From an optimization exercise on the open Yosys and OpenROAD flow, aimed at small area; shortcuts taken in it are not production practice. In this exercise RTL edits were held to simulation tests only and were not proved equivalent to the original. Power is estimated from default activity; no workload was simulated.

## run 1
==> flow/design.v (excerpt) <==
module Systolic_MMU_Top (
    input  wire        CLK,
    input  wire        ASYNC_RST,
    input  wire        SYNC_RST,
    input  wire        EN,
    input  wire        LOAD,
    input  wire [47:0] Inputs,
    input  wire [7:0]  ShiftAmmount,
    input  wire [7:0]  Z,
    output wire [47:0] Out
);
    wire hold_s = ~EN;                               
    wire load_s = EN & ~SYNC_RST;
    wire load_s_n = ~load_s;
    wire clr = EN & SYNC_RST;                        
    wire hold_w = ~(EN & (SYNC_RST | LOAD));         
    wire load_w = EN & ~SYNC_RST & LOAD;
    wire hold_c = ~(EN & (SYNC_RST | ~LOAD));        
    wire load_c = EN & ~SYNC_RST & ~LOAD;
    wire hold_c_n = ~hold_c;
    wire load_c_n = ~load_c;
    wire [4:0]  nj;
    wire        nt_zero, nm_full;
    wire [17:0] nm, nh;
    Shift_Decode shift_decode (.ShiftAmmount(ShiftAmmount), .J(nj), .T_zero(nt_zero), .M(nm), .M_full(nm_full), .H(nh));
    reg  [7:0] sk_0_0;
    wire [7:0] sk_0_0_d;
    Hold_Mux sk_0_0_m [7:0] (.q(sk_0_0), .d(Inputs[7:0]), .h(hold_s), .l(load_s), .y(sk_0_0_d));
    always @(posedge CLK or negedge ASYNC_RST)
        if (~ASYNC_RST) sk_0_0 <= 8'd0;
        else sk_0_0 <= sk_0_0_d;
    reg  [7:0] sk_1_0;
    wire [7:0] sk_1_0_d;
    Hold_Mux sk_1_0_m [7:0] (.q(sk_1_0), .d(Inputs[15:8]), .h(hold_s), .l(load_s), .y(sk_1_0_d));
    always @(posedge CLK or negedge ASYNC_RST)
        if (~ASYNC_RST) sk_1_0 <= 8'd0;
        else sk_1_0 <= sk_1_0_d;
    reg  [7:0] sk_1_1;
    wire [7:0] sk_1_1_d;
    Hold_Mux sk_1_1_m [7:0] (.q(sk_1_1), .d(sk_1_0), .h(hold_s), .l(load_s), .y(sk_1_1_d));
    always @(posedge CLK or negedge ASYNC_RST)
        if (~ASYNC_RST) sk_1_1 <= 8'd0;
        else sk_1_1 <= sk_1_1_d;
    reg  [7:0] sk_2_0;
    wire [7:0] sk_2_0_d;
    Hold_Mux sk_2_0_m [7:0] (.q(sk_2_0), .d(Inputs[23:16]), .h(hold_s), .l(load_s), .y(sk_2_0_d));
    always @(posedge CLK or negedge ASYNC_RST)
        if (~ASYNC_RST) sk_2_0 <= 8'd0;
        else sk_2_0 <= sk_2_0_d;
    reg  [7:0] sk_2_1;
    wire [7:0] sk_2_1_d;
    Hold_Mux sk_2_1_m [7:0] (.q(sk_2_1), .d(sk_2_0), .h(hold_s), .l(load_s), .y(sk_2_1_d));
  ...
Size in the first run: ~9500 cells after synthesis, about 1700 flip-flops, roughly 120 I/O pins, ~120000 sq um of cells after synthesis.
Settings: LEC_CHECK=0, CAP_MARGIN=20, CORE_MARGIN=2, CORE_UTILIZATION=55, CTS_BUF_LIST=sky130_fd_sc_hd__clkbuf_16, CTS_CLUSTER_DIAMETER=100, CTS_CLUSTER_SIZE=30, PLACE_DENSITY=0.75, SLEW_MARGIN=20, SYNTH_HIERARCHICAL=1; clock period 12.0 ns.
run.sh (not shown) runs the stock make flow with config.mk's settings and CLKGATE_MAP_FILE= SYNTH_SCRIPT=/design/flow/synth_recipe.tcl, a recipe that flattens the netlist after the stock synthesis.
Run 1 completed end to end with timing, DRC and antenna clean.
--- input diff run 1..run 2 ---
- clearing PLACE_DENSITY, which used to be 0.75
- swapping 100 for 60 in CTS_CLUSTER_DIAMETER
- Taking run 1 over run 2, the critical path depth ratio works out to 1.07.
- Row peak supply drop: run 2 higher / run 1 lower
- Summary — fraction of the cycle the final worst path needs, run 2 relative to run 1: lower, by 0.97 points.
- When run 2 is set beside run 1, its summed area of non-filler cells in the final layout turns out to be 2.1% larger.
- Side by side, latest clock arrival within the worst-skew pair turned out higher in run 2 than in run 1.
- Run 2 reports a lower logic gate share of total power than run 1 does.
Edits applied to the flow inputs when going from run 2 to run 3:
- changing CTS_CLUSTER_DIAMETER from 60 to 100
[summary]
- On routing usage on met1, run 2 tracks run 3 almost exactly.
- Run 3 vs. run 2: met2 usage in global routing shows no meaningful change, final routed DRC violation total held steady.
- Looking at number of global-route vias before repair, run 3 sits about 1% below run 2.
- The more densely filled core belongs to run 2, not run 3.
- Run 3 against run 2: standby leakage power fell 2.3%, final critical-path required period fell 0.0030 ns, highest attainable clock frequency about even, fraction of the cycle the final worst path needs about even.

static timing again, ports no longer ideal:
How much do the figures lean on ideal ports? The routed layouts below were timed once more, with nothing changed but the port constraints.
Step 1 (the two cells are an assumption about what drives the block):
set clk [get_ports {CLK}]
set_driving_cell -lib_cell sky130_fd_sc_hd__clkbuf_16 $clk
set_driving_cell -lib_cell sky130_fd_sc_hd__buf_2 [delete_from_list [all_inputs] $clk]
Step 2, shift: input delay + t, output delay - t, t = (earliest + latest rising clock arrival at the registers) / 2. This alone moves slack from input paths to output paths.
a / b / c = no drivers / after step 1 / after step 2; a / b = the first two.
run	shift t [ns]	slack for setup (ns)	worst setup path after step 2	latest minus earliest clock arrival (ns)
run 1	0.843	0.244 / 0.215 / 0.215	input to output	0.061 / 0.061
run 2	0.909	0.361 / 0.331 / 0.331	input to output	0.072 / 0.072
run 3	0.852	0.364 / 0.334 / 0.334	input to output	0.075 / 0.076
After both steps setup and hold are still met in every run listed.
